Source: an optimization exercise on an open RTL-to-GDS flow (aim: small area). Production flows keep margins and buffers that such runs may drop.
Only simulation tests tie the RTL to the original design; equivalence was not proved.
No driver is modelled on the clock port, so clocking that relies on it looks cheaper here than on a real chip.
Power and IR drop assume default switching activity.

File: flow/config.mk
export PLATFORM = sky130hd
export DESIGN_NAME = Top_stopwatch
export DESIGN_NICKNAME = Top_stopwatch
export VERILOG_FILES = /design/flow/design.v
export SDC_FILE = /design/flow/constraint.sdc
export NUM_CORES = 4
export LEC_CHECK = 0
export CAP_MARGIN = 20
export CORE_MARGIN = 2
export CORE_UTILIZATION = 40
export SLEW_MARGIN = 20
File: flow/constraint.sdc
create_clock -name core_clock -period 15.0 [get_ports {clk}]
set_input_delay 3.0000 -clock core_clock [delete_from_list [all_inputs] [get_ports {clk}]]
set_output_delay 3.0000 -clock core_clock [all_outputs]
set_load 0.01 [all_outputs]
File: flow/design.v
module btn_debounce (
    input  clk,
    input  reset,
    input  smp,
    input  pcyc,
    input  i_btn,
    output o_btn
);
    reg [3:0] r;
    always @(posedge clk, posedge reset) begin
        if (reset) begin
            r <= 4'd0;
        end else if (smp) begin
            if (!i_btn)    r <= 4'd0;
            else if (r[3]) r <= 4'd9;
            else           r <= r + 4'd1;
        end
    end
    assign o_btn = pcyc & r[3] & ~r[0];
endmodule
module stopwatch_cu (
    input clk,
    input reset,
    input mode,
    input i_btn_run,
    input i_btn_clear,
    output reg o_run,
    output reg o_clear
);
    always @(posedge clk, posedge reset) begin
        if (reset) begin
            o_run   <= 1'b0;
            o_clear <= 1'b0;
        end else if (!mode) begin
            if (o_clear) begin
                if (!i_btn_clear) o_clear <= 1'b0;
            end else if (o_run) begin
                if (i_btn_run) o_run <= 1'b0;
            end else if (i_btn_run) begin
                o_run <= 1'b1;
            end else if (i_btn_clear) begin
                o_clear <= 1'b1;
            end
        end
    end
endmodule
module stopwatch_dp (
    input clk,
    input reset,
    input run,
    input clear,
    input ph,
    output reg [6:0] msec,
    output reg [5:0] sec,
    output reg [5:0] min,
    output reg [4:0] hour
);
    reg tk, tk_msec, tk_sec, tk_min;
    wire msec_w = msec[6] & msec[5] & msec[1] & msec[0];       
    wire sec_w  = sec[5] & sec[4] & sec[3] & sec[1] & sec[0];  
    wire min_w  = min[5] & min[4] & min[3] & min[1] & min[0];
    wire hour_w = hour[4] & hour[2] & hour[1] & hour[0];       
    always @(posedge clk, posedge reset) begin
        if (reset) begin
            tk <= 1'b0; tk_msec <= 1'b0; tk_sec <= 1'b0; tk_min <= 1'b0;
            msec <= 0; sec <= 0; min <= 0; hour <= 0;
        end else begin
            tk      <= run & ~ph;
            tk_msec <= ~clear & tk & msec_w;
            tk_sec  <= ~clear & tk_msec & sec_w;
            tk_min  <= ~clear & tk_sec & min_w;
            if (clear) begin
                msec <= 0; sec <= 0; min <= 0; hour <= 0;
            end else begin
                if (tk)      msec <= msec_w ? 7'd0 : msec + 7'd1;
                if (tk_msec) sec  <= sec_w  ? 6'd0 : sec + 6'd1;
                if (tk_sec)  min  <= min_w  ? 6'd0 : min + 6'd1;
                if (tk_min)  hour <= hour_w ? 5'd0 : hour + 5'd1;
            end
        end
    end
endmodule
module watch_cu (
    input clk,
    input reset,
    input mode,
    input i_btn_sec,
    input i_btn_min,
    input i_btn_hour,
    output reg o_btn_sec,
    output reg o_btn_min,
    output reg o_btn_hour
);
    wire idle = ~(o_btn_sec | o_btn_min | o_btn_hour);
    always @(posedge clk, posedge reset) begin
        if (reset) begin
            o_btn_sec  <= 1'b0;
            o_btn_min  <= 1'b0;
            o_btn_hour <= 1'b0;
        end else if (mode) begin
            o_btn_sec  <= i_btn_sec & (idle | o_btn_sec);
            o_btn_min  <= i_btn_min & ((idle & ~i_btn_sec) | o_btn_min);
            o_btn_hour <= i_btn_hour & ((idle & ~i_btn_sec & ~i_btn_min) | o_btn_hour);
        end
    end
endmodule
module watch_dp (
    input clk,
    input reset,
    input tick,
    input btn_sec,
    input btn_min,
    input btn_hour,
    output reg [6:0] msec,
    output reg [5:0] sec,
    output reg [5:0] min,
    output reg [4:0] hour
);
    reg tk_msec, tk_sec, tk_min;
    wire msec_w = msec[6] & msec[5] & msec[1] & msec[0];
    wire sec_w  = sec[5] & sec[4] & sec[3] & sec[1] & sec[0];
    wire min_w  = min[5] & min[4] & min[3] & min[1] & min[0];
    wire hour_w = hour[4] & hour[2] & hour[1] & hour[0];
    wire i_sec  = tk_msec | btn_sec;
    wire i_min  = tk_sec | btn_min;
    wire i_hour = tk_min | btn_hour;
    always @(posedge clk, posedge reset) begin
        if (reset) begin
            tk_msec <= 1'b0; tk_sec <= 1'b0; tk_min <= 1'b0;
            msec <= 0; sec <= 0; min <= 0; hour <= 5'd12;
        end else begin
            tk_msec <= tick & msec_w;
            tk_sec  <= i_sec & sec_w;
            tk_min  <= i_min & min_w;
            if (tick)   msec <= msec_w ? 7'd0 : msec + 7'd1;
            if (i_sec)  sec  <= sec_w  ? 6'd0 : sec + 6'd1;
            if (i_min)  min  <= min_w  ? 6'd0 : min + 6'd1;
            if (i_hour) hour <= hour_w ? 5'd0 : hour + 5'd1;
        end
    end
endmodule
module fnd_controller (
    input [2:0] sel,
    input sw_time_mode,
    input [6:0] msec,
    input [5:0] sec,
    input [5:0] min,
    input [4:0] hour,
    output reg [7:0] fnd_font,
    output reg [3:0] fnd_comm
);
    reg [6:0] v;
    always @(*) begin
        case ({sw_time_mode, sel[1]})
            2'b00: v = msec;
            2'b01: v = {1'b0, sec};
            2'b10: v = {1'b0, min};
            default: v = {2'b0, hour};
        endcase
    end
    reg [3:0] tens, units;
    integer k;
    always @(*) begin
        tens = 0; units = 0;
        for (k = 6; k >= 0; k = k - 1) begin
            if (tens >= 5) tens = tens + 3;
            if (units >= 5) units = units + 3;
            tens = {tens[2:0], units[3]};
            units = {units[2:0], v[k]};
        end
    end
    wire [3:0] digit = sel[0] ? tens : units;
    wire dot = msec < 7'd50;
    always @(*) begin
        case (sel[1:0])
            2'd0: fnd_comm = 4'b1110;
            2'd1: fnd_comm = 4'b1101;
            2'd2: fnd_comm = 4'b1011;
            default: fnd_comm = 4'b0111;
        endcase
    end
    always @(*) begin
        if (sel[2]) begin
            fnd_font = (sel[1:0] == 2'd2 && dot) ? 8'h7f : 8'hff;
        end else begin
            case (digit)
                4'h0: fnd_font = 8'hc0;
                4'h1: fnd_font = 8'hf9;
                4'h2: fnd_font = 8'ha4;
                4'h3: fnd_font = 8'hb0;
                4'h4: fnd_font = 8'h99;
                4'h5: fnd_font = 8'h92;
                4'h6: fnd_font = 8'h82;
                4'h7: fnd_font = 8'hf8;
                4'h8: fnd_font = 8'h80;
                default: fnd_font = 8'h90;
            endcase
        end
    end
endmodule
module Top_stopwatch (
    input clk,
    input reset,
    input btnL,
    input btnR,
    input btnU,
    input btnD,
    input sw_mode,
    input sw_time_mode,
    output [3:0] led,
    output [3:0] fnd_comm,
    output [7:0] fnd_font
);
    assign led = (sw_mode)? (sw_time_mode)?4'b1000:4'b0100:(sw_time_mode)?4'b0010:4'b0001;
    reg       s;
    reg [4:0] d;
    always @(posedge clk, posedge reset) begin
        if (reset) begin
            s <= 1'b0;
            d <= 5'd31;
        end else begin
            s <= 1'b1;
            d <= d + 5'd1;
        end
    end
    wire smp  = s & (&d[3:0]);
    wire pcyc = ~|d[3:0];
    wire w_btnL, w_btnR, w_btnU, w_btnD;
    btn_debounce U_btn_left  (.clk(clk), .reset(reset), .smp(smp), .pcyc(pcyc), .i_btn(btnL), .o_btn(w_btnL));
    btn_debounce U_btn_right (.clk(clk), .reset(reset), .smp(smp), .pcyc(pcyc), .i_btn(btnR), .o_btn(w_btnR));
    btn_debounce U_btn_up    (.clk(clk), .reset(reset), .smp(smp), .pcyc(pcyc), .i_btn(btnU), .o_btn(w_btnU));
    btn_debounce U_btn_down  (.clk(clk), .reset(reset), .smp(smp), .pcyc(pcyc), .i_btn(btnD), .o_btn(w_btnD));
    wire run, clear;
    stopwatch_cu Stopwatch_CU (.clk(clk), .reset(reset), .mode(sw_mode), .i_btn_run(w_btnL), .i_btn_clear(w_btnR), .o_run(run), .o_clear(clear));
    wire [6:0] s_msec; wire [5:0] s_sec, s_min; wire [4:0] s_hour;
    stopwatch_dp Stopwatch_DP (.clk(clk), .reset(reset), .run(run), .clear(clear), .ph(d[0]), .msec(s_msec), .sec(s_sec), .min(s_min), .hour(s_hour));
    wire w_btn_sec, w_btn_min, w_btn_hour;
    watch_cu U_Watch_CU (.clk(clk), .reset(reset), .mode(sw_mode), .i_btn_sec(w_btnU), .i_btn_min(w_btnD), .i_btn_hour(w_btnL),
        .o_btn_sec(w_btn_sec), .o_btn_min(w_btn_min), .o_btn_hour(w_btn_hour));
    wire [6:0] w_msec; wire [5:0] w_sec, w_min; wire [4:0] w_hour;
    watch_dp Watch_DP (.clk(clk), .reset(reset), .tick(s & d[0]), .btn_sec(w_btn_sec), .btn_min(w_btn_min), .btn_hour(w_btn_hour),
        .msec(w_msec), .sec(w_sec), .min(w_min), .hour(w_hour));
    wire [6:0] o_msec = sw_mode ? w_msec : s_msec;
    wire [5:0] o_sec  = sw_mode ? w_sec  : s_sec;
    wire [5:0] o_min  = sw_mode ? w_min  : s_min;
    wire [4:0] o_hour = sw_mode ? w_hour : s_hour;
    fnd_controller U_Fnd_Ctrl (.sel({3{s}} & d[4:2]), .sw_time_mode(sw_time_mode), .msec(o_msec), .sec(o_sec), .min(o_min), .hour(o_hour),
        .fnd_font(fnd_font), .fnd_comm(fnd_comm));
endmodule
File: flow/flow/run.sh
#!/bin/bash
# Standard ORFS flow, with two changes:
#  - after the standard synthesis, the combinational logic is re-mapped by ABC
#    with an area-oriented script (registers untouched);
#  - CTS without dummy loads, port buffers of the smallest buffer.
set -euo pipefail
R=orfs/results/sky130hd/Top_stopwatch/base
bash standard.sh synth > std_synth.log 2>&1
cp $R/1_2_yosys.v std_1_2_yosys.v
bash flow/resynth.sh std_1_2_yosys.v $R/1_2_yosys.v flow/area.abc resynth.log
rm -f $R/1_synth.odb
bash standard.sh synth > synth_odb.log 2>&1
bash standard.sh finish \
  "CTS_ARGS=-sink_clustering_enable -repair_clock_nets -dont_use_dummy_load" \
  "BUFFER_PORTS_ARGS=-buffer_cell sky130_fd_sc_hd__buf_1" > finish.log 2>&1
File: flow/flow/area.abc
strash
 &get -n
 &deepsyn -T 30
 &dch -f
 &nf -a -R 1000
 &put
File: flow/flow/resynth.sh
#!/bin/bash
# Re-map the combinational logic of the standard synthesis netlist for area.
# The registers (instances, names, cell types) and ports are left as they are.
# usage: resynth.sh IN.v OUT.v ABC_SCRIPT LOG
set -euo pipefail
IN=$1; OUT=$2; ABCS=$3; LOG=$4
LIB=$FLOW_HOME/platforms/sky130hd/lib/sky130_fd_sc_hd__tt_025C_1v80.lib
CFG=$FLOW_HOME/platforms/sky130hd/config.mk
DU=""
for c in $(sed -n '/DONT_USE_CELLS/,/^$/p' $CFG | grep -o 'sky130_fd_sc_hd__[a-z0-9_]*'); do DU="$DU -dont_use $c"; done
cat > resynth.ys <<EOY
read_liberty -ignore_miss_func $LIB
read_verilog $IN
hierarchy -top $FLOW_TOP
setattr -mod -set keep_hierarchy 1 sky130_fd_sc_hd__df* sky130_fd_sc_hd__sdf* sky130_fd_sc_hd__edf* sky130_fd_sc_hd__dl*
flatten
opt_clean -purge
abc -script $ABCS -liberty $LIB $DU
setundef -zero
opt_clean -purge
hilomap -singleton -hicell sky130_fd_sc_hd__conb_1 HI -locell sky130_fd_sc_hd__conb_1 LO
insbuf -buf sky130_fd_sc_hd__buf_4 A X
splitnets
opt_clean -purge
setattr -mod -set blackbox 1 sky130_fd_sc_hd__*
stat -liberty $LIB
write_verilog -noattr -nohex -nodec $OUT
EOY
yosys -s resynth.ys > $LOG 2>&1
File: flow/standard.sh
#!/bin/bash
# synth_recipe.tcl (not shown) runs the flow's synth.tcl, then flattens the netlist and writes it again
# the make line also repeats each setting of config.mk as NAME=value (left out here)
make -C /OpenROAD-flow-scripts/flow DESIGN_CONFIG=/design/flow/config.mk WORK_HOME=/design/flow/orfs CLKGATE_MAP_FILE= SYNTH_SCRIPT=/design/flow/synth_recipe.tcl "${@:-finish}"
==> results.txt, run 1 <==
- Outcome: no timing/DRC/antenna violations
- Area of the multi-input gates: 1790 um2
- Area post-placement: 4160 um2
- Buffers on Ports: 23
- Rel. slew slack: 0.395
- Maximum clock insertion buffer count: 2
- Number of DRC markers in iteration 0: 194
- Maxcap violations: 0
- Via count: 3,114
- Worst vdd ir: 55.0 uV
- Detailed Routing Iterations Pass 1: 5
- Vias in the first global route: 2,961
- Clock Root Buffer: clkbuf_8
- CTS tree: built
- CP startpoint: sw_mode
- CP Class: input pin to output port
- Endpoints failing hold: 0
- Util after Layout: 0.447
- Hold Crit Class: flip-flop to flip-flop
- GPL Wtd Cong: 0.794
- Pin count of the biggest net entering global routing: 83
- Critical Path RT: 12.00 ns
- RSZ-0062 raised after global routing: no
- Cts hold-fix bufs: 0
- CTS clock-pin slew for the worst setup and hold paths: 0.08 ns
- Worst r2r src: d[3]
- Post-CTS Setup Inserts: 0
- I/O Pins: 24
- Syn Area/Cell: 9.48 um2
- CTS Buf Count: 9
- Crit-path max FO: 18
- Area occupied by registers: 2060 um2
- Synth Instances: 411
- FP Rows: 36
- CP endpoint kind: output port
- Overflow after GRT: 0
- Final setup vio count: 0
- Worst flop-to-flop path endpoint: U_btn_left.r[2]
- Avg WL per Cell: 14.8 um
- R2R depth: 5
- Tightest Pin Transition: 0.904 ns
- Hold Crit Endpoint: Stopwatch_CU.o_run
- Die Span Y: 103 um
- Vias per inst: 5.40
- Antenna viol nets, final: 0
- Pre-CTS setup slack: 4.70 ns
- DR DRC count: 0
- Critical Path Start Type: input pin
- Setup slack after layout: 4.60 ns
- Die area: 10,500 um2
- Final wirelength: 8560 um
- Hold Path Cell Cnt: 1
- Htree depth: 3
- Initial Util: 0.406
- Clock Latency Late Sink: 0.35 ns
- Global-route wire length before repair: 14,600 um
- Post-CTS Resized: 0
- DP HPWL: 6230 um
- Fill cells: 913
- Diode count: 0
- Fraction of layout cells with a size suffix above 1: 0.0405
- # clock sinks: 82
- Post-Syn Area: 3890 um2
- Pwr per Cell Area: 135 nW/um2
- Syn_nets: 419
- Initial antenna violation count: 0
- Final period util: 0.693
- Area grow syn2layout: 9.99%
- F_max: 96.1 MHz
- Max-slew violation count: 0
- Die extent in x: 103 um
- Final setup TNS: 0 ns
- Reg2reg setup slack: 12.75 ns
- Synth warn: 7
- Final instance area: 4280 um2
- Worst Min Path Start: Stopwatch_CU.o_run
- Layout Skew: 0.0171 ns
- CORE AREA: 9590 um2
- Fin nets: 454
- Power Total: 0.578 mW
- Min Clock Period, post-route: 10.40 ns
- Total GRT Usage: 0.180
- LEAKAGE: 1.90 nW
- Crit path DAT: 7.40 ns
[layout by cell type (no fill, tap or decap), types with 7 or more instances in the layout]
cell type	n
xnor2_1	15
a222oi_1	7
a21oi_1	62
clkbuf_8	9
o21a_1	14
nor2_1	57
dfrtp_1	75
buf_1	23
nor3_1	26
dfstp_2	7
and3_1	19
o21ai_0	11
nand2_1	31
clkinv_1	10
nand2b_1	8
[sequential cells by signal, indices dropped and copies added, names as in the netlist, 4 cells and up]
name and cells:
U_btn_down.r 4, Stopwatch_DP.msec 7, d 5, U_btn_up.r 4, Watch_DP.min 6, Stopwatch_DP.sec 6, U_btn_right.r 4, Watch_DP.sec 6
Stopwatch_DP.min 6, Watch_DP.msec 7, U_btn_left.r 4, Stopwatch_DP.hour 5, Watch_DP.hour 5
[critical path, stage by stage]
cell	delay, ns
buf_1	0.57
nand2b_1	0.27
clkinv_1	0.23
a222oi_1	0.39
nand2_1	0.12
nor4_1	0.52
a21oi_1	0.15
o21ai_0	0.42
xor2_1	0.21
xnor2_1	0.13
nand2_1	0.07
o31ai_1	0.13
clkinv_1	0.19
nor2_1	0.13
a311oi_1	0.05
a21boi_0	0.29
a21oi_1	0.10
o21a_1	0.19
nor2b_1	0.12
buf_1	0.12
[where the power goes]
group	total [mW]	internal, mW	switching, mW
Sequential	0.307	0.261	0.0453
Combinational	0.148	0.0644	0.0838
Clock	0.124	0.0537	0.0700
Total	0.578	0.379	0.199
[stage by stage]
step | cells | hold slack [ns]
finish | 577 | 0.493
global route | 577 | 0.520
CTS | 577 | 0.500
detailed placement | 568 | 0.488
global placement | 568 | 0.478
floorplan | 411 | 0.455
[per-layer routing]
| metal | GRT usage | up-vias | wire [um] |
|---|---|---|---|
| met5 | 0 | - | 0 |
| met4 | 0.0749 | 0 | 200 |
| met3 | 0.0393 | 19 | 333 |
| met2 | 0.269 | 64 | 3790 |
| met1 | 0.254 | 1473 | 4230 |
| li1 | - | 1558 | - |
[cell type report]
class,count,area share
sequential,82,0.481
tap,133,0.0388
multi-input combinational,318,0.419
timing repair buffer,24,0.0228
inverter,11,0.00993
clock buffer,9,0.0289
[worst max path at each step]
| stage | end | depth (start not counted) |
|---|---|---|
| floorplan | fnd_font[0] | 16 |
| finish | fnd_font[0] | 20 |
| detailed placement | fnd_font[0] | 20 |
| CTS | fnd_font[0] | 21 |
| global route | fnd_font[0] | 19 |
| global placement | fnd_font[0] | 21 |
==> inputs of run 2 (changes only) <==
--- a/flow/design.v
+++ b/flow/design.v
@@ -57,4 +57,4 @@
 );
-    reg tk, tk_msec, tk_sec, tk_min;
-    wire msec_w = msec[6] & msec[5] & msec[1] & msec[0];       
+    reg tk, tk_sec, tk_min;
+    wire msec_p = msec[6] & msec[5] & msec[2];                 
     wire sec_w  = sec[5] & sec[4] & sec[3] & sec[1] & sec[0];  
@@ -64,3 +64,3 @@
         if (reset) begin
-            tk <= 1'b0; tk_msec <= 1'b0; tk_sec <= 1'b0; tk_min <= 1'b0;
+            tk <= 1'b0; tk_sec <= 1'b0; tk_min <= 1'b0;
             msec <= 0; sec <= 0; min <= 0; hour <= 0;
@@ -68,4 +68,3 @@
             tk      <= run & ~ph;
-            tk_msec <= ~clear & tk & msec_w;
-            tk_sec  <= ~clear & tk_msec & sec_w;
+            tk_sec  <= ~clear & msec_p & sec_w;
             tk_min  <= ~clear & tk_sec & min_w;
@@ -74,4 +73,5 @@
             end else begin
-                if (tk)      msec <= msec_w ? 7'd0 : msec + 7'd1;
-                if (tk_msec) sec  <= sec_w  ? 6'd0 : sec + 6'd1;
+                if (msec_p)  msec <= 7'd0;
+                else if (tk) msec <= msec + 7'd1;
+                if (msec_p)  sec  <= sec_w  ? 6'd0 : sec + 6'd1;
                 if (tk_sec)  min  <= min_w  ? 6'd0 : min + 6'd1;
@@ -118,4 +118,4 @@
 );
-    reg tk_msec, tk_sec, tk_min;
-    wire msec_w = msec[6] & msec[5] & msec[1] & msec[0];
+    reg tk_sec, tk_min;
+    wire msec_p = msec[6] & msec[5] & msec[2];
     wire sec_w  = sec[5] & sec[4] & sec[3] & sec[1] & sec[0];
@@ -123,3 +123,3 @@
     wire hour_w = hour[4] & hour[2] & hour[1] & hour[0];
-    wire i_sec  = tk_msec | btn_sec;
+    wire i_sec  = msec_p | btn_sec;
     wire i_min  = tk_sec | btn_min;
@@ -128,9 +128,9 @@
         if (reset) begin
-            tk_msec <= 1'b0; tk_sec <= 1'b0; tk_min <= 1'b0;
+            tk_sec <= 1'b0; tk_min <= 1'b0;
             msec <= 0; sec <= 0; min <= 0; hour <= 5'd12;
         end else begin
-            tk_msec <= tick & msec_w;
             tk_sec  <= i_sec & sec_w;
             tk_min  <= i_min & min_w;
-            if (tick)   msec <= msec_w ? 7'd0 : msec + 7'd1;
+            if (msec_p)    msec <= 7'd0;
+            else if (tick) msec <= msec + 7'd1;
             if (i_sec)  sec  <= sec_w  ? 6'd0 : sec + 6'd1;
@@ -172,3 +172,3 @@
     wire [3:0] digit = sel[0] ? tens : units;
-    wire dot = msec < 7'd50;
+    wire dot = (msec < 7'd50) | (msec[6] & msec[5] & msec[2]);
     always @(*) begin
==> flow/flow/run.sh (replaced) <==
#!/bin/bash
# Standard ORFS flow, with two changes:
#  - after the standard synthesis, the combinational logic is re-mapped by ABC
#    for area (registers untouched), see resynth.sh;
#  - CTS without dummy loads, port buffers of the smallest buffer.
set -euo pipefail
R=orfs/results/sky130hd/Top_stopwatch/base
bash standard.sh synth > std_synth.log 2>&1
cp $R/1_2_yosys.v std_1_2_yosys.v
bash flow/resynth.sh std_1_2_yosys.v $R/1_2_yosys.v
rm -f $R/1_synth.odb
bash standard.sh synth > synth_odb.log 2>&1
bash standard.sh finish \
  "CTS_ARGS=-sink_clustering_enable -repair_clock_nets -dont_use_dummy_load -buf_list sky130_fd_sc_hd__clkbuf_8" \
  "BUFFER_PORTS_ARGS=-buffer_cell sky130_fd_sc_hd__buf_1" > finish.log 2>&1
==> flow/flow/abc/ds1.abc (new file) <==
strash
&get -n
&deepsyn -J 150 -S 1 -T 300
&dch -f
&nf -a -R 1000
&put
==> flow/flow/abc/ds2.abc (new file) <==
strash
&get -n
&deepsyn -J 150 -S 2 -T 300
&dch -f
&nf -a -R 1000
&put
==> flow/flow/abc/ds3.abc (new file) <==
strash
&get -n
&deepsyn -J 150 -S 3 -T 300
&dch -f
&nf -a -R 1000
&put
==> flow/flow/abc/ds4.abc (new file) <==
strash
&get -n
&deepsyn -J 150 -S 4 -T 300
&dch -f
&nf -a -R 1000
&put
==> flow/flow/abc/ds5.abc (new file) <==
strash
&get -n
&deepsyn -J 150 -S 5 -T 300
&dch -f
&nf -a -R 1000
&put
==> flow/flow/abc/ds6.abc (new file) <==
strash
&get -n
&deepsyn -J 150 -S 6 -T 300
&dch -f
&nf -a -R 1000
&put
==> flow/flow/abc/ds7.abc (new file) <==
strash
&get -n
&deepsyn -J 150 -S 7 -T 300
&dch -f
&nf -a -R 1000
&put
==> flow/flow/abc/ds8.abc (new file) <==
strash
&get -n
&deepsyn -J 150 -S 8 -T 300
&dch -f
&nf -a -R 1000
&put
--- a/flow/flow/resynth.sh
+++ b/flow/flow/resynth.sh
@@ -3,5 +3,8 @@
 # The registers (instances, names, cell types) and ports are left as they are.
-# usage: resynth.sh IN.v OUT.v ABC_SCRIPT LOG
+# Several ABC scripts (flow/abc/*.abc) are tried in parallel; the netlist with
+# the smallest cell area is kept.
+# usage: resynth.sh IN.v OUT.v
 set -euo pipefail
-IN=$1; OUT=$2; ABCS=$3; LOG=$4
+IN=$(readlink -f $1); OUT=$(readlink -f $2)
+HERE=$(cd $(dirname $0) && pwd)
 LIB=$FLOW_HOME/platforms/sky130hd/lib/sky130_fd_sc_hd__tt_025C_1v80.lib
@@ -10,3 +13,4 @@
 for c in $(sed -n '/DONT_USE_CELLS/,/^$/p' $CFG | grep -o 'sky130_fd_sc_hd__[a-z0-9_]*'); do DU="$DU -dont_use $c"; done
-cat > resynth.ys <<EOY
+mkdir -p resynth
+cat > resynth/pre.ys <<EOY
 read_liberty -ignore_miss_func $LIB
@@ -17,3 +21,10 @@
 opt_clean -purge
-abc -script $ABCS -liberty $LIB $DU
+write_rtlil resynth/pre.il
+EOY
+yosys -s resynth/pre.ys > resynth_pre.log 2>&1
+for S in $HERE/abc/*.abc; do
+  N=$(basename $S .abc)
+  cat > resynth/$N.ys <<EOY
+read_rtlil resynth/pre.il
+abc -script $S -liberty $LIB $DU
 setundef -zero
@@ -25,5 +36,17 @@
 setattr -mod -set blackbox 1 sky130_fd_sc_hd__*
-stat -liberty $LIB
-write_verilog -noattr -nohex -nodec $OUT
+tee -o resynth/$N.stat stat -liberty $LIB
+write_verilog -noattr -nohex -nodec resynth/$N.v
 EOY
-yosys -s resynth.ys > $LOG 2>&1
+  ( timeout 900 yosys -s resynth/$N.ys > resynth_$N.log 2>&1 || true ) &
+  while [ $(jobs -r | wc -l) -ge 4 ]; do sleep 1; done
+done
+wait
+BEST=""; BA=""
+for S in $HERE/abc/*.abc; do
+  N=$(basename $S .abc)
+  A=$(grep -o "Chip area for module '\\\\$FLOW_TOP': [0-9.]*" resynth/$N.stat 2>/dev/null | grep -o '[0-9.]*$' || true)
+  echo "$N ${A:-failed}" >> resynth_summary.log
+  if [ -n "$A" ] && { [ -z "$BA" ] || awk "BEGIN{exit !($A < $BA)}"; }; then BA=$A; BEST=$N; fi
+done
+echo "best: $BEST $BA" >> resynth_summary.log
+cp resynth/$BEST.v $OUT
removed: flow/flow/area.abc
==> results.txt, run 2 <==
- I/O Pins: 24
- Vias per inst: 5.51
- Die area: 10,300 um2
- Maximum clock insertion buffer count: 2
- Biggest registers after layout: Stopwatch_DP.msec (7), Watch_DP.msec (7)
- Detailed Routing Iterations Pass 1: 6
- Post-CTS Resized: 0
- Hold Crit Class: flip-flop to flip-flop
- Vias in the first global route: 2,969
- Tightest Pin Transition: 0.981 ns
- Final setup vio count: 0
- Worst flop-to-flop path endpoint: U_btn_left.r[2]
- P_int: 0.373 mW
- Antenna viol nets, final: 0
- DP HPWL: 6420 um
- Buffers on Ports: 23
- Die extent in x: 102 um
- Power share of the clock group: 0.215
- Switching pwr: 0.198 mW
- Min Clock Period, post-route: 10.73 ns
- Pin count of the biggest net entering global routing: 81
- Post-CTS Setup Inserts: 0
- Most frequent cells in the layout: dfrtp_1, a21oi_1, nor2_1, nand2_1, buf_1
- Area grow syn2layout: 10.1%
- Pwr per Cell Area: 136 nW/um2
- Critical Path Start Type: input pin
- Post-Syn Area: 3810 um2
- Crit path DAT: 7.73 ns
- Fin nets: 443
- Power Total: 0.571 mW
- Synth Instances: 400
- CTS Buf Count: 9
- CP endpoint kind: output port
- Die Span Y: 102 um
- Outcome: no timing/DRC/antenna violations
- Global-route wire length before repair: 15,000 um
- Number of DRC markers in iteration 0: 203
- Critical Path RT: 12.00 ns
- Crit-path max FO: 14
- Initial Util: 0.412
- Fill cells: 894
- Worst vdd ir: 58.8 uV
- Diode count: 0
- R2R depth: 5
- CP startpoint: sw_mode
- Initial antenna violation count: 0
- Reg2reg setup slack: 12.67 ns
- FP Rows: 35
- Commonest non-fill, non-tap cell in the layout: dfrtp_1
- Overflow after GRT: 0
- Fraction of layout cells with a size suffix above 1: 0.0416
- Hold Path Cell Cnt: 2
- Cts hold-fix bufs: 0
- Final setup TNS: 0 ns
- CP Class: input pin to output port
- Total GRT Usage: 0.186
- Synth warn: 7
- DR DRC count: 0
- Syn_nets: 408
- LEAKAGE: 1.81 nW
- Worst r2r src: d[3]
- Endpoints failing hold: 0
- RSZ-0062 raised after global routing: no
- F_max: 93.2 MHz
- Util after Layout: 0.454
- Final period util: 0.715
- Layout Skew: 0.0185 ns
- Clock Root Buffer: clkbuf_8
- Worst Min Path Start: Watch_DP.tk_min
- Final wirelength: 8870 um
- Via count: 3,095
- Syn Area/Cell: 9.53 um2
- Rel. slew slack: 0.344
- Flop pwr share: 0.532
- CORE AREA: 9240 um2
- Final instance area: 4200 um2
- CTS clock-pin slew for the worst setup and hold paths: 0.07 ns
- Maxcap violations: 0
- Combinational share of power: 0.252
- Hold Slack: 0.496 ns
- GPL Wtd Cong: 0.940
- Avg WL per Cell: 15.8 um
- Sw Share: 0.347
- Hold Crit Endpoint: Watch_DP.hour[0]
- CTS tree: built
- # clock sinks: 80
- Clock Latency Late Sink: 0.34 ns
- Area post-placement: 4070 um2
- Max-slew violation count: 0
- Htree depth: 3
==> run 2: how the worst max path moves through the flow <==
stage | slack (ns) | to
3_5_place_dp | 4.44 | fnd_font[0]
4_1_cts | 4.43 | fnd_font[0]
3_3_place_gp | 4.89 | fnd_font[0]
5_1_grt | 3.84 | fnd_font[0]
6_report | 4.27 | fnd_font[0]
2_1_floorplan | 5.44 | fnd_font[0]
==> run 2: routing by layer <==
layer / part of all wire / track usage
met5: 0 / 0
met4: 0.023 / 0.0624
met2: 0.44 / 0.279
met3: 0.058 / 0.0469
met1: 0.48 / 0.265
==> run 2: final cells by class <==
cell class                      count  area (um2)  area share
Multi-Input combinational cell    309        1760       0.419
Sequential cell                    80        2010       0.479
Tap cell                          129         161      0.0385
Timing Repair Buffer               24        97.6      0.0233
Clock buffer                        9         124      0.0295
Inverter                           11        42.5      0.0101
==> run 2: metrics by stage <==
step                worst slack [ns]  cells
floorplan                       5.44    400
global placement                4.89    553
global route                    3.84    562
detailed placement              4.44    553
CTS                             4.43    562
finish                          4.27    562
==> run 2: worst max-delay path, stage by stage <==
cell	delay (ns)
buf_1	0.47
nor2b_1	0.79
a22oi_1	0.24
o21ai_0	0.27
a21oi_1	0.10
or3_1	0.37
clkinv_1	0.06
nor2_1	0.07
a21oi_1	0.17
nor2_1	0.06
o32ai_1	0.45
o21ai_0	0.22
a21o_1	0.20
o211ai_1	0.15
nor2_1	0.10
o21ai_0	0.23
o21ai_0	0.17
a22oi_1	0.23
clkinv_1	0.11
and2_0	0.16
buf_1	0.12
==> run 2: power groups by stage <==
| stage | sequential, mW | combinational [mW] | clock (mW) |
|---|---|---|---|
| after detailed placement | 0.307 | 0.144 | 0 |
| final | 0.304 | 0.144 | 0.123 |
| after floorplan | 0.289 | 0.115 | 0 |
| after CTS | 0.303 | 0.145 | 0.127 |
| after global routing | 0.310 | 0.165 | 0.134 |
| after global placement | 0.306 | 0.139 | 0 |
==> inputs of run 3 (changes only) <==
--- a/flow/design.v
+++ b/flow/design.v
@@ -55,26 +55,25 @@
     output reg [5:0] min,
-    output reg [4:0] hour
-);
-    reg tk, tk_sec, tk_min;
-    wire msec_p = msec[6] & msec[5] & msec[2];                 
-    wire sec_w  = sec[5] & sec[4] & sec[3] & sec[1] & sec[0];  
-    wire min_w  = min[5] & min[4] & min[3] & min[1] & min[0];
-    wire hour_w = hour[4] & hour[2] & hour[1] & hour[0];       
-    always @(posedge clk, posedge reset) begin
-        if (reset) begin
-            tk <= 1'b0; tk_sec <= 1'b0; tk_min <= 1'b0;
+    output reg [4:0] hour,
+    output sec_p,
+    output min_p
+);
+    reg tk;
+    wire msec_p = msec[6] & msec[5] & msec[2];                
+    assign sec_p = sec[5] & sec[4] & sec[3] & sec[2];         
+    assign min_p = min[5] & min[4] & min[3] & min[2];         
+    wire hour_w = hour[4] & hour[2] & hour[1] & hour[0];      
+    always @(posedge clk, posedge reset) begin
+        if (reset) begin
+            tk <= 1'b0;
             msec <= 0; sec <= 0; min <= 0; hour <= 0;
         end else begin
-            tk      <= run & ~ph;
-            tk_sec  <= ~clear & msec_p & sec_w;
-            tk_min  <= ~clear & tk_sec & min_w;
-            if (clear) begin
-                msec <= 0; sec <= 0; min <= 0; hour <= 0;
-            end else begin
-                if (msec_p)  msec <= 7'd0;
-                else if (tk) msec <= msec + 7'd1;
-                if (msec_p)  sec  <= sec_w  ? 6'd0 : sec + 6'd1;
-                if (tk_sec)  min  <= min_w  ? 6'd0 : min + 6'd1;
-                if (tk_min)  hour <= hour_w ? 5'd0 : hour + 5'd1;
-            end
+            tk <= run & ~ph;
+            if (clear | msec_p) msec <= 7'd0;
+            else if (tk)        msec <= msec + 7'd1;
+            if (clear | sec_p)  sec <= 6'd0;
+            else if (msec_p)    sec <= sec + 6'd1;
+            if (clear | min_p)  min <= 6'd0;
+            else if (sec_p)     min <= min + 6'd1;
+            if (clear)          hour <= 5'd0;
+            else if (min_p)     hour <= hour_w ? 5'd0 : hour + 5'd1;
         end
@@ -143,7 +142,7 @@
     input [2:0] sel,
+    input sw_mode,
     input sw_time_mode,
-    input [6:0] msec,
-    input [5:0] sec,
-    input [5:0] min,
-    input [4:0] hour,
+    input [6:0] s_msec, input [5:0] s_sec, input [5:0] s_min, input [4:0] s_hour,
+    input s_sec_p, input s_min_p,
+    input [6:0] w_msec, input [5:0] w_sec, input [5:0] w_min, input [4:0] w_hour,
     output reg [7:0] fnd_font,
@@ -153,9 +152,16 @@
     always @(*) begin
-        case ({sw_time_mode, sel[1]})
-            2'b00: v = msec;
-            2'b01: v = {1'b0, sec};
-            2'b10: v = {1'b0, min};
-            default: v = {2'b0, hour};
+        case ({sw_mode, sw_time_mode, sel[1]})
+            3'b000: v = s_msec;
+            3'b001: v = s_sec_p ? 7'd0 : {1'b0, s_sec};
+            3'b010: v = s_min_p ? 7'd0 : {1'b0, s_min};
+            3'b011: v = {2'b0, s_hour};
+            3'b100: v = w_msec;
+            3'b101: v = {1'b0, w_sec};
+            3'b110: v = {1'b0, w_min};
+            default: v = {2'b0, w_hour};
         endcase
     end
+    wire s_dot = (s_msec < 7'd50) | (s_msec[6] & s_msec[5] & s_msec[2]);
+    wire w_dot = (w_msec < 7'd50) | (w_msec[6] & w_msec[5] & w_msec[2]);
+    wire dot = sw_mode ? w_dot : s_dot;
     reg [3:0] tens, units;
@@ -172,3 +178,2 @@
     wire [3:0] digit = sel[0] ? tens : units;
-    wire dot = (msec < 7'd50) | (msec[6] & msec[5] & msec[2]);
     always @(*) begin
@@ -235,3 +240,5 @@
     wire [6:0] s_msec; wire [5:0] s_sec, s_min; wire [4:0] s_hour;
-    stopwatch_dp Stopwatch_DP (.clk(clk), .reset(reset), .run(run), .clear(clear), .ph(d[0]), .msec(s_msec), .sec(s_sec), .min(s_min), .hour(s_hour));
+    wire s_sec_p, s_min_p;
+    stopwatch_dp Stopwatch_DP (.clk(clk), .reset(reset), .run(run), .clear(clear), .ph(d[0]), .msec(s_msec), .sec(s_sec), .min(s_min), .hour(s_hour),
+        .sec_p(s_sec_p), .min_p(s_min_p));
     wire w_btn_sec, w_btn_min, w_btn_hour;
@@ -242,7 +249,5 @@
         .msec(w_msec), .sec(w_sec), .min(w_min), .hour(w_hour));
-    wire [6:0] o_msec = sw_mode ? w_msec : s_msec;
-    wire [5:0] o_sec  = sw_mode ? w_sec  : s_sec;
-    wire [5:0] o_min  = sw_mode ? w_min  : s_min;
-    wire [4:0] o_hour = sw_mode ? w_hour : s_hour;
-    fnd_controller U_Fnd_Ctrl (.sel({3{s}} & d[4:2]), .sw_time_mode(sw_time_mode), .msec(o_msec), .sec(o_sec), .min(o_min), .hour(o_hour),
+    fnd_controller U_Fnd_Ctrl (.sel({3{s}} & d[4:2]), .sw_mode(sw_mode), .sw_time_mode(sw_time_mode),
+        .s_msec(s_msec), .s_sec(s_sec), .s_min(s_min), .s_hour(s_hour), .s_sec_p(s_sec_p), .s_min_p(s_min_p),
+        .w_msec(w_msec), .w_sec(w_sec), .w_min(w_min), .w_hour(w_hour),
         .fnd_font(fnd_font), .fnd_comm(fnd_comm));
--- a/flow/flow/run.sh
+++ b/flow/flow/run.sh
@@ -13,3 +13,4 @@
 bash standard.sh finish \
-  "CTS_ARGS=-sink_clustering_enable -repair_clock_nets -dont_use_dummy_load -buf_list sky130_fd_sc_hd__clkbuf_8" \
+  "CTS_ARGS=-sink_clustering_enable -repair_clock_nets -dont_use_dummy_load -buf_list sky130_fd_sc_hd__clkbuf_16" \
+  "PRE_CTS_TCL=$PWD/flow/pre_cts.tcl" \
   "BUFFER_PORTS_ARGS=-buffer_cell sky130_fd_sc_hd__buf_1" > finish.log 2>&1
==> flow/flow/pre_cts.tcl (new file) <==
# Clock buffering in place of TritonCTS: the clock port drives NG buffers,
# each placed at the centre of a group of flip-flops (k-means on their
# positions) and driving that group's clock pins. TritonCTS then finds the
# clock already buffered and leaves it as it is.
set ng   [expr {[info exists ::env(CLK_GROUPS)] ? $::env(CLK_GROUPS) : 3}]
set bufc [expr {[info exists ::env(CLK_BUF)] ? $::env(CLK_BUF) : "sky130_fd_sc_hd__clkbuf_16"}]
set block [ord::get_db_block]
set clknet [$block findNet clk]
set pins {}
foreach it [$clknet getITerms] {
  if {[$it isInputSignal]} {
    set inst [$it getInst]
    set bb [$inst getBBox]
    lappend pins [list [$inst getName]/[[$it getMTerm] getName] \
      [expr {([$bb xMin] + [$bb xMax]) / 2.0}] [expr {([$bb yMin] + [$bb yMax]) / 2.0}]]
  }
}
set n [llength $pins]
puts "clock sinks: $n, groups: $ng"
# k-means, seeded with points spread along the sorted x order
set sorted [lsort -real -index 1 $pins]
set cx {}; set cy {}
for {set g 0} {$g < $ng} {incr g} {
  set p [lindex $sorted [expr {int(($g + 0.5) * $n / $ng)}]]
  lappend cx [lindex $p 1]; lappend cy [lindex $p 2]
}
for {set iter 0} {$iter < 50} {incr iter} {
  set asg {}
  foreach p $pins {
    set best 0; set bd 1e30
    for {set g 0} {$g < $ng} {incr g} {
      set dx [expr {[lindex $p 1] - [lindex $cx $g]}]; set dy [expr {[lindex $p 2] - [lindex $cy $g]}]
      set d [expr {$dx*$dx + $dy*$dy}]
      if {$d < $bd} { set bd $d; set best $g }
    }
    lappend asg $best
  }
  set ncx {}; set ncy {}
  for {set g 0} {$g < $ng} {incr g} {
    set sx 0; set sy 0; set c 0
    foreach p $pins a $asg { if {$a == $g} { set sx [expr {$sx + [lindex $p 1]}]; set sy [expr {$sy + [lindex $p 2]}]; incr c } }
    if {$c > 0} { lappend ncx [expr {$sx / $c}]; lappend ncy [expr {$sy / $c}] } else { lappend ncx [lindex $cx $g]; lappend ncy [lindex $cy $g] }
  }
  set cx $ncx; set cy $ncy
}
set dbu [$block getDbUnitsPerMicron]
for {set g 0} {$g < $ng} {incr g} {
  set lp {}
  foreach p $pins a $asg { if {$a == $g} { lappend lp [get_pins [lindex $p 0]] } }
  if {[llength $lp] == 0} { continue }
  set x [expr {[lindex $cx $g] / $dbu}]; set y [expr {[lindex $cy $g] / $dbu}]
  puts "clock group $g: [llength $lp] sinks at ($x, $y)"
  insert_buffer -buffer_cell $bufc -net clk -load_pins $lp -location [list $x $y] -buffer_name clkbuf_g$g -net_name clk_g$g
}
==> results.txt, run 3 <==
- Number of DRC markers in iteration 0: 214
- Hold Crit Endpoint: Stopwatch_CU.o_run
- Most frequent cells in the layout: dfrtp_1, a21oi_1, nor2_1, nor3_1, nand2_1
- Slowest stage delay, CP: 0.73 ns
- CP Class: input pin to output port
- Syn_nets: 409
- Reg2reg setup slack: 12.76 ns
- Util after Layout: 0.444
- LEAKAGE: 1.74 nW
- Overflow after GRT: 0
- Avg WL per Cell: 15.5 um
- Synth warn: 7
- Crit path DAT: 7.85 ns
- Area occupied by registers: 1960 um2
- Final period util: 0.723
- R2R depth: 5
- Commonest non-fill, non-tap cell in the layout: dfrtp_1
- Crit-path max FO: 15
- CORE AREA: 9200 um2
- GPL Wtd Cong: 0.807
- Area grow syn2layout: 8.15%
- Tightest Pin Transition: 0.970 ns
- Vias per inst: 5.69
- Global-route wire length before repair: 14,300 um
- Layout Cells excl Fill: 539
- Die Span Y: 101 um
- Final wirelength: 8330 um
- Fraction of layout cells with a size suffix above 1: 0.0280
- I/O Pins: 24
- Area of the multi-input gates: 1770 um2
- Buffers on Ports: 23
- Critical-path cell list: buf_1 -> nor2b_1 -> a221o_1 -> a21oi_1 -> a31oi_1 -> a21oi_1 -> a31oi_1 -> clkinv_1 -> nand2_1 -> xnor2_1 -> or3b_1 -> o21ai_0 -> o21ai_0 -> and3_1 -> o31ai_1 -> o21ai_0 -> nand3_1 -> o21ai_0 -> o21a_1 -> o21ai_0 -> buf_1
- Min Clock Period, post-route: 10.85 ns
- Fin nets: 438
- Post-CTS Resized: 0
- Post-Syn Area: 3780 um2
- Hold Slack: 0.493 ns
- Final setup TNS: 0 ns
- Critical Path Start Type: input pin
- Endpoints failing hold: 0
- Initial Util: 0.411
- Total GRT Usage: 0.169
- RSZ-0062 raised after global routing: no
- F_max: 92.2 MHz
- Placed insts: 536
- Detailed Routing Iterations Pass 1: 5
- DR DRC count: 0
- Post-CTS Setup Inserts: 0
- Cts hold-fix bufs: 0
- Maxcap violations: 0
- Initial antenna violation count: 0
- Biggest registers after layout: Stopwatch_DP.msec (7), Watch_DP.msec (7)
- Vias in the first global route: 2,925
- Layout Skew: 0.0353 ns
- Rel. slew slack: 0.354
- Worst Min Path Start: Stopwatch_CU.o_run
- Critical Path RT: 12.00 ns
- CTS clock-pin slew for the worst setup and hold paths: 0.08 ns
- Most used cell along the critical path: o21ai_0
- Fill cells: 924
- Clock Latency Late Sink: 0.18 ns
- Diode count: 0
- Via count: 3,068
- Pin count of the biggest net entering global routing: 79
- CP endpoint kind: output port
- Slowest cell on crit path: nor2b_1
- Outcome: no timing/DRC/antenna violations
- Hold Crit Class: flip-flop to flip-flop
- Max-slew violation count: 0
- Worst r2r src: d[3]
- DP HPWL: 6320 um
- Worst vdd ir: 62.7 uV
- Die extent in x: 101 um
- Antenna viol nets, final: 0
- Worst flop-to-flop path endpoint: U_btn_right.r[2]
- Final setup vio count: 0
- Synth Instances: 401
- FP Rows: 35
- Syn Area/Cell: 9.42 um2
- Pwr per Cell Area: 126 nW/um2
- Hold Path Cell Cnt: 1
- Die area: 10,200 um2
## run 3: worst max-delay path by stage
| stage | startpoint | end | slack (ns) | depth (start not counted) |
|---|---|---|---|---|
| floorplan | sw_mode | fnd_font[0] | 5.14 | 20 |
| global placement | sw_mode | fnd_font[1] | 4.53 | 21 |
| detailed placement | sw_mode | fnd_font[1] | 4.24 | 21 |
| CTS | sw_mode | fnd_font[1] | 4.25 | 21 |
| global route | sw_mode | fnd_font[1] | 3.62 | 21 |
| finish | sw_mode | fnd_font[1] | 4.15 | 21 |
## run 3: through the flow
step,area [um2],total power [mW],setup slack [ns]
final,4080,0.515,4.15
after CTS,4080,0.500,4.25
after global routing,4080,0.553,3.62
after global placement,4010,0.426,4.53
after floorplan,3780,0.389,5.14
after detailed placement,4010,0.431,4.24
## run 3: worst max-delay path, delay by kind of cell
family                 cells  cell delay (ns)
AO/OA/AOI/OAI             12             2.38
AND/OR/NAND/NOR            5             1.54
buffers and inverters      3             0.83
XOR/XNOR                   1             0.11
## run 3: power by group
group	leakage (nW)	total (mW)	switching (mW)	internal (mW)
combinational	0.704	0.134	0.0756	0.0587
sequential	0.995	0.293	0.0436	0.249
clock	0.0370	0.0884	0.0515	0.0369
total	1.74	0.515	0.171	0.345
## run 3: area by class of cell, clock buffers not listed
type                    count  share of cell area
multi-input cells         311               0.434
repair buffers             24              0.0230
inverters                  12              0.0110
well taps                 111              0.0340
flip-flops and latches     78               0.480
## run 3: metal layers
layer  track usage  routed length (um)
met1         0.247                3980
met2         0.285                3770
met3        0.0104                 438
met4        0.0239                 141
met5             0                   0
==> inputs of run 4 (changes only) <==
--- a/flow/design.v
+++ b/flow/design.v
@@ -9,2 +9,3 @@
     reg [3:0] r;
+    wire [3:0] n = {r[0], ~r[1], ~r[0] & ~r[3], r[2]};
     always @(posedge clk, posedge reset) begin
@@ -13,8 +14,6 @@
         end else if (smp) begin
-            if (!i_btn)    r <= 4'd0;
-            else if (r[3]) r <= 4'd9;
-            else           r <= r + 4'd1;
-        end
-    end
-    assign o_btn = pcyc & r[3] & ~r[0];
+            r <= i_btn ? n : 4'd0;
+        end
+    end
+    assign o_btn = pcyc & r[0] & ~r[1] & ~r[3];
 endmodule
@@ -88,18 +87,26 @@
     input i_btn_hour,
-    output reg o_btn_sec,
-    output reg o_btn_min,
-    output reg o_btn_hour
-);
-    wire idle = ~(o_btn_sec | o_btn_min | o_btn_hour);
-    always @(posedge clk, posedge reset) begin
-        if (reset) begin
-            o_btn_sec  <= 1'b0;
-            o_btn_min  <= 1'b0;
-            o_btn_hour <= 1'b0;
+    output o_btn_sec,
+    output o_btn_min,
+    output o_btn_hour
+);
+    parameter WATCH = 2'b00, SEC_UP = 2'b01, MIN_UP = 2'b10, HOUR_UP = 2'b11;
+    reg [1:0] state;
+    always @(posedge clk, posedge reset) begin
+        if (reset) begin
+            state <= WATCH;
         end else if (mode) begin
-            o_btn_sec  <= i_btn_sec & (idle | o_btn_sec);
-            o_btn_min  <= i_btn_min & ((idle & ~i_btn_sec) | o_btn_min);
-            o_btn_hour <= i_btn_hour & ((idle & ~i_btn_sec & ~i_btn_min) | o_btn_hour);
-        end
-    end
+            case (state)
+                WATCH:
+                    if (i_btn_sec)       state <= SEC_UP;
+                    else if (i_btn_min)  state <= MIN_UP;
+                    else if (i_btn_hour) state <= HOUR_UP;
+                SEC_UP:  if (!i_btn_sec)  state <= WATCH;
+                MIN_UP:  if (!i_btn_min)  state <= WATCH;
+                HOUR_UP: if (!i_btn_hour) state <= WATCH;
+            endcase
+        end
+    end
+    assign o_btn_sec  = state == SEC_UP;
+    assign o_btn_min  = state == MIN_UP;
+    assign o_btn_hour = state == HOUR_UP;
 endmodule
@@ -152,3 +159,3 @@
     always @(*) begin
-        case ({sw_mode, sw_time_mode, sel[1]})
+        case ({sw_mode, sw_time_mode & ~sel[2], sel[1] & ~sel[2]})
             3'b000: v = s_msec;
@@ -163,5 +170,2 @@
     end
-    wire s_dot = (s_msec < 7'd50) | (s_msec[6] & s_msec[5] & s_msec[2]);
-    wire w_dot = (w_msec < 7'd50) | (w_msec[6] & w_msec[5] & w_msec[2]);
-    wire dot = sw_mode ? w_dot : s_dot;
     reg [3:0] tens, units;
@@ -178,2 +182,3 @@
     wire [3:0] digit = sel[0] ? tens : units;
+    wire dot = ~(tens[3] | (tens[2] & (tens[1] | tens[0])));
     always @(*) begin
@@ -220,3 +225,3 @@
     reg       s;
-    reg [4:0] d;
+    reg [4:0] e;
     always @(posedge clk, posedge reset) begin
@@ -224,8 +229,9 @@
             s <= 1'b0;
-            d <= 5'd31;
+            e <= 5'd0;
         end else begin
             s <= 1'b1;
-            d <= d + 5'd1;
-        end
-    end
+            e <= e - 5'd1;
+        end
+    end
+    wire [4:0] d = ~e;
     wire smp  = s & (&d[3:0]);
--- a/flow/flow/run.sh
+++ b/flow/flow/run.sh
@@ -4,3 +4,4 @@
 #    for area (registers untouched), see resynth.sh;
-#  - CTS without dummy loads, port buffers of the smallest buffer.
+#  - the clock is buffered by pre_cts.tcl (a few clkbuf_16, one per group of
+#    flip-flops) instead of TritonCTS; port buffers of the smallest buffer.
 set -euo pipefail
==> results.txt, run 4 <==
- Tightest Pin Transition: 0.933 ns
- Hold Slack: 0.501 ns
- Post-CTS Resized: 0
- GPL Wtd Cong: 0.863
- Die area: 10,100 um2
- CTS clock-pin slew for the worst setup and hold paths: 0.11 ns
- Final setup TNS: 0 ns
- LEAKAGE: 1.77 nW
- Crit path DAT: 7.67 ns
- Max-slew violation count: 0
- Rel. slew slack: 0.378
- Post-CTS Setup Inserts: 0
- Reg2reg setup slack: 12.89 ns
- Hold Crit Class: flip-flop to flip-flop
- Combinational share of power: 0.272
- Vias per inst: 5.87
- Fraction of layout cells with a size suffix above 1: 0.0191
- Min Clock Period, post-route: 10.67 ns
- I/O Pins: 24
- Final setup vio count: 0
- Critical Path Start Type: input pin
- Outcome: no timing/DRC/antenna violations
- Pin count of the biggest net entering global routing: 78
- Final wirelength: 8790 um
- Syn Area/Cell: 9.56 um2
- Overflow after GRT: 0
- Placed insts: 527
- Die extent in x: 101 um
- Final period util: 0.712
- F_max: 93.7 MHz
- Worst flop-to-flop path endpoint: U_btn_up.r[0]
- Number of DRC markers in iteration 0: 146
- Critical Path RT: 12.00 ns
- Pre-CTS setup slack: 4.45 ns
- Worst vdd ir: 55.5 uV
- Via count: 3,109
- Total GRT Usage: 0.174
- Maxcap violations: 0
- Vias in the first global route: 2,886
- Syn_nets: 399
- Biggest registers after layout: Stopwatch_DP.msec (7), Watch_DP.msec (7)
- Layout Skew: 0.0209 ns
- Die Span Y: 101 um
- Power Total: 0.517 mW
- Power share of the clock group: 0.171
- Worst r2r src: e[2]
- Fin nets: 429
- CORE AREA: 9150 um2
- DP HPWL: 6520 um
- Hold Crit Endpoint: U_btn_left.r[2]
- P_int: 0.341 mW
- Commonest non-fill, non-tap cell in the layout: dfrtp_1
- Flop pwr share: 0.557
- Area grow syn2layout: 8.43%
- RSZ-0062 raised after global routing: no
- Pwr per Cell Area: 128 nW/um2
- Initial antenna violation count: 0
- R2R depth: 3
- Buffers on Ports: 23
- Switching pwr: 0.177 mW
- Diode count: 0
- Synth Instances: 391
- DR DRC count: 0
- Worst Min Path Start: U_btn_left.r[2]
- Global-route wire length before repair: 14,500 um
- CP endpoint kind: output port
- Avg WL per Cell: 16.6 um
- Most frequent cells in the layout: dfrtp_1, nor2_1, nand2_1, a21oi_1
- Initial Util: 0.408
- Detailed Routing Iterations Pass 1: 6
- Layout Cells excl Fill: 530
- Clock Latency Late Sink: 0.17 ns
- Sw Share: 0.341
- FP Rows: 35
- Hold Path Cell Cnt: 2
- Setup slack after layout: 4.33 ns
- Endpoints failing hold: 0
- Cts hold-fix bufs: 0
- Post-Syn Area: 3740 um2
- Crit-path max FO: 17
- Antenna viol nets, final: 0
- CP Class: input pin to output port
- Synth warn: 7
run 4: cell type report, clock buffers not listed:
class / instances / area [um2]
tap: 111 / 139
multi-input combinational: 306 / 1780
inverter: 8 / 30.0
sequential: 77 / 1930
timing repair buffer: 25 / 101
fill: 899 / 5100
run 4: worst max-delay path, stage by stage:
cell and delay [ns]:
buf_1 0.49, nor2b_1 0.20, nand2_1 0.11, nor2_1 0.10, a22o_1 0.25, a221oi_1 0.22, o31a_1 0.24, nor2_1 0.10
and2_0 0.19, nor2b_1 0.17, o22ai_1 0.21, a21oi_1 0.13, a21oi_1 0.28, or2_0 0.25, clkinv_1 0.10, o21ai_0 0.21
a31oi_1 0.18, o21a_1 0.15, a211o_1 0.28, o21ai_0 0.23, a22o_1 0.20, a21boi_0 0.20, buf_1 0.17
run 4: worst max path at each step:
| stage | endpoint | from | cells past startpoint |
|---|---|---|---|
| global route | fnd_font[0] | sw_mode | 23 |
| CTS | fnd_font[0] | sw_mode | 23 |
| finish | fnd_font[0] | sw_mode | 23 |
| global placement | fnd_font[0] | sw_mode | 23 |
| floorplan | fnd_font[0] | sw_time_mode | 21 |
| detailed placement | fnd_font[0] | sw_mode | 23 |
run 4: layer usage:
metal	wire length (um)	up-vias	track usage
li1	-	1499	-
met1	4070	1525	0.245
met4	133	0	0.0253
met3	340	14	0.0153
met5	0	-	0
met2	4250	71	0.299
run 4: power by group through the flow:
| stage | sequential, mW | clock [mW] | combinational, mW |
|---|---|---|---|
| 6_report | 0.288 | 0.0883 | 0.141 |
| 5_1_grt | 0.293 | 0.0990 | 0.157 |
| 4_1_cts | 0.292 | 0.0671 | 0.140 |
| 3_3_place_gp | 0.291 | 0 | 0.135 |
| 2_1_floorplan | 0.275 | 0 | 0.109 |
| 3_5_place_dp | 0.292 | 0 | 0.139 |
run 4: per-stage QoR:
step	instance area, um2	utilization
5_1_grt	4050	0.443
2_1_floorplan	3740	-
3_5_place_dp	3980	0.435
6_report	4050	0.443
4_1_cts	4050	0.443
3_3_place_gp	3980	0.435
==> inputs of run 5 (changes only) <==
--- a/flow/design.v
+++ b/flow/design.v
@@ -122,23 +122,23 @@
     output reg [5:0] min,
-    output reg [4:0] hour
-);
-    reg tk_sec, tk_min;
-    wire msec_p = msec[6] & msec[5] & msec[2];
-    wire sec_w  = sec[5] & sec[4] & sec[3] & sec[1] & sec[0];
-    wire min_w  = min[5] & min[4] & min[3] & min[1] & min[0];
-    wire hour_w = hour[4] & hour[2] & hour[1] & hour[0];
+    output reg [4:0] hour,
+    output sec_p,
+    output min_p
+);
+    wire msec_p = msec[6] & msec[5] & msec[2];                
+    assign sec_p = sec[5] & sec[4] & sec[3] & sec[2];         
+    assign min_p = min[5] & min[4] & min[3] & min[2];         
+    wire hour_w = hour[4] & hour[2] & hour[1] & hour[0];      
     wire i_sec  = msec_p | btn_sec;
-    wire i_min  = tk_sec | btn_min;
-    wire i_hour = tk_min | btn_hour;
-    always @(posedge clk, posedge reset) begin
-        if (reset) begin
-            tk_sec <= 1'b0; tk_min <= 1'b0;
+    wire i_min  = sec_p | btn_min;
+    wire i_hour = min_p | btn_hour;
+    wire [5:0] sec_b = sec_p ? 6'd0 : sec;
+    wire [5:0] min_b = min_p ? 6'd0 : min;
+    always @(posedge clk, posedge reset) begin
+        if (reset) begin
             msec <= 0; sec <= 0; min <= 0; hour <= 5'd12;
         end else begin
-            tk_sec  <= i_sec & sec_w;
-            tk_min  <= i_min & min_w;
             if (msec_p)    msec <= 7'd0;
             else if (tick) msec <= msec + 7'd1;
-            if (i_sec)  sec  <= sec_w  ? 6'd0 : sec + 6'd1;
-            if (i_min)  min  <= min_w  ? 6'd0 : min + 6'd1;
+            sec <= i_sec ? sec_b + 6'd1 : sec_b;
+            min <= i_min ? min_b + 6'd1 : min_b;
             if (i_hour) hour <= hour_w ? 5'd0 : hour + 5'd1;
@@ -154,2 +154,3 @@
     input [6:0] w_msec, input [5:0] w_sec, input [5:0] w_min, input [4:0] w_hour,
+    input w_sec_p, input w_min_p,
     output reg [7:0] fnd_font,
@@ -165,4 +166,4 @@
             3'b100: v = w_msec;
-            3'b101: v = {1'b0, w_sec};
-            3'b110: v = {1'b0, w_min};
+            3'b101: v = w_sec_p ? 7'd0 : {1'b0, w_sec};
+            3'b110: v = w_min_p ? 7'd0 : {1'b0, w_min};
             default: v = {2'b0, w_hour};
@@ -253,7 +254,8 @@
     wire [6:0] w_msec; wire [5:0] w_sec, w_min; wire [4:0] w_hour;
+    wire w_sec_p, w_min_p;
     watch_dp Watch_DP (.clk(clk), .reset(reset), .tick(s & d[0]), .btn_sec(w_btn_sec), .btn_min(w_btn_min), .btn_hour(w_btn_hour),
-        .msec(w_msec), .sec(w_sec), .min(w_min), .hour(w_hour));
+        .msec(w_msec), .sec(w_sec), .min(w_min), .hour(w_hour), .sec_p(w_sec_p), .min_p(w_min_p));
     fnd_controller U_Fnd_Ctrl (.sel({3{s}} & d[4:2]), .sw_mode(sw_mode), .sw_time_mode(sw_time_mode),
         .s_msec(s_msec), .s_sec(s_sec), .s_min(s_min), .s_hour(s_hour), .s_sec_p(s_sec_p), .s_min_p(s_min_p),
-        .w_msec(w_msec), .w_sec(w_sec), .w_min(w_min), .w_hour(w_hour),
+        .w_msec(w_msec), .w_sec(w_sec), .w_min(w_min), .w_hour(w_hour), .w_sec_p(w_sec_p), .w_min_p(w_min_p),
         .fnd_font(fnd_font), .fnd_comm(fnd_comm));
==> results.txt, run 5 <==
- Outcome: no timing/DRC/antenna violations
- Pin count of the biggest net entering global routing: 76
- Maxcap violations: 0
- Synth Instances: 388
- Crit path DAT: 7.44 ns
- Overflow after GRT: 0
- Syn_nets: 396
- Fin nets: 425
- Final setup TNS: 0 ns
- Final wirelength: 8520 um
- Crit-path max FO: 17
- Most frequent cells in the layout: dfrtp_1, nand2_1, a21oi_1, nor2_1, o21ai_0
- FP Rows: 34
- Syn Area/Cell: 9.45 um2
- Endpoints failing hold: 0
- Critical Path Start Type: input pin
- Vias per inst: 5.80
- Layout Skew: 0.0103 ns
- Antenna viol nets, final: 0
- Tightest Pin Transition: 0.982 ns
- Final period util: 0.696
- Area grow syn2layout: 8.29%
- Biggest registers after layout: Stopwatch_DP.msec (7), Watch_DP.msec (7)
- Number of DRC markers in iteration 0: 220
- Detailed Routing Iterations Pass 1: 5
- Global-route wire length before repair: 14,200 um
- Synth warn: 7
- I/O Pins: 24
- Min Clock Period, post-route: 10.44 ns
- Post-CTS Setup Inserts: 0
- CTS clock-pin slew for the worst setup and hold paths: 0.09 ns
- Buffers on Ports: 23
- GPL Wtd Cong: 0.887
- Die extent in x: 99.7 um
- Pre-CTS setup slack: 4.68 ns
- Diode count: 0
- Setup slack after layout: 4.56 ns
- Worst vdd ir: 74.7 uV
- Critical Path RT: 12.00 ns
- Die Span Y: 99.7 um
- Total GRT Usage: 0.174
- DR DRC count: 0
- Max-slew violation count: 0
- F_max: 95.8 MHz
- Hold Crit Class: flip-flop to flip-flop
- Commonest non-fill, non-tap cell in the layout: dfrtp_1
- Post-CTS Resized: 0
- CP Class: input pin to output port
- Vias in the first global route: 2,788
- Via count: 3,032
- Rel. slew slack: 0.344
- CORE AREA: 8810 um2
- Hold Slack: 0.489 ns
- Cts hold-fix bufs: 0
- Pwr per Cell Area: 119 nW/um2
- Fraction of layout cells with a size suffix above 1: 0.0169
- DP HPWL: 6200 um
- Initial antenna violation count: 0
- RSZ-0062 raised after global routing: no
- LEAKAGE: 1.77 nW
- Initial Util: 0.416
- Clock Latency Late Sink: 0.16 ns
- Avg WL per Cell: 16.3 um
- Post-Syn Area: 3670 um2
- Layout Cells excl Fill: 523
- Final setup vio count: 0
- Die area: 9950 um2
- Placed insts: 520
- CP endpoint kind: output port
## run 5: final cells by class, clock buffers not listed
| cell class | instances | area, um2 |
|---|---|---|
| flip-flops and latches | 75 | 1880 |
| inverters | 7 | 26.3 |
| multi-input cells | 306 | 1760 |
| fillers | 856 | 4840 |
| repair buffers | 24 | 93.8 |
| well taps | 108 | 135 |
## run 5: where the power goes
group | internal [mW] | switching (mW)
sequential | 0.228 | 0.0307
clock | 0.0369 | 0.0511
combinational | 0.0502 | 0.0777
## run 5: stage by stage
stage	total power, mW	util	instance area (um2)
4_1_cts	0.455	0.451	3970
5_1_grt	0.506	0.451	3970
3_3_place_gp	0.385	0.442	3890
6_report	0.474	0.451	3970
3_5_place_dp	0.388	0.442	3890
2_1_floorplan	0.350	-	3670
## run 5: per-layer routing
layer  global-route usage  vias up  routed length (um)  part of all wire
li1                     -     1495                   -                 -
met4               0.0158        0                  98             0.011
met5                    0        -                   0                 0
met1                0.273     1464                4310              0.51
met3              0.00914        5                 417             0.049
met2                0.279       68                3700              0.43
## run 5: critical path, stage by stage
cell	delay [ns]
buf_1	0.30
nor2b_1	0.35
nor3b_1	0.61
a22oi_1	0.12
and3_1	0.29
or2_0	0.25
o21ai_0	0.28
mux2i_1	0.21
nor2_1	0.14
nor2_1	0.07
nand2_1	0.11
o21ai_0	0.11
nor2_1	0.23
nor2_1	0.07
nor2_1	0.22
nand2_1	0.08
o21ai_0	0.18
clkinv_1	0.15
o21ai_0	0.24
nand3_1	0.13
nand2_1	0.11
nand2_1	0.05
buf_1	0.13
## run 5: final timing paths
path | end | slack (ns) | startpoint | cells past startpoint
setup / recovery | fnd_font[5] | 4.56 | sw_mode | 23
hold / removal | U_btn_left.r[1] | 0.49 | U_btn_left.r[3] | 1
setup reg to reg | U_btn_right.r[0] | 12.66 | e[3] | 3
hold reg to reg | U_btn_left.r[1] | 0.49 | U_btn_left.r[3] | 1
max in group asynchronous | Watch_DP.msec[6] | 11.30 | reset | 3
min in group asynchronous | U_btn_down.r[2] | 3.08 | reset | 3

## re-timing with driven ports
In the flow no input, the clock included, has a driving cell. The finished layouts below were timed again as built, in two steps.
Step 1 assumes that a clkbuf_16 drives the clock port and a buf_2 every other input.
Step 2 also shifts input and output timing later by t, the mid clock arrival at the registers, as if the neighbouring blocks saw the same clock.
a / b / c = ideal / step 1 / step 2; a / b = the first two.
run	shift t [ns]	setup WS [ns]	hold slack, ns	latest minus earliest clock arrival (ns)	pins driven straight from the clock port
run 1	0.370	4.598 / 4.567 / 4.567	0.493 / 0.493 / 0.493	0.024 / 0.025	1
run 2	0.365	4.269 / 4.240 / 4.240	0.496 / 0.496 / 0.496	0.024 / 0.025	1
run 3	0.223	4.150 / 4.126 / 4.126	0.493 / 0.493 / 0.493	0.036 / 0.036	3
run 4	0.226	4.326 / 4.301 / 4.301	0.501 / 0.501 / 0.501	0.022 / 0.022	3
run 5	0.223	4.557 / 4.537 / 4.537	0.489 / 0.489 / 0.489	0.011 / 0.012	3
After both steps setup and hold are still met in every run listed. The setup slack of run 1, which loses most, moves by -0.031 ns with the drivers and by -0.031 ns with both steps.
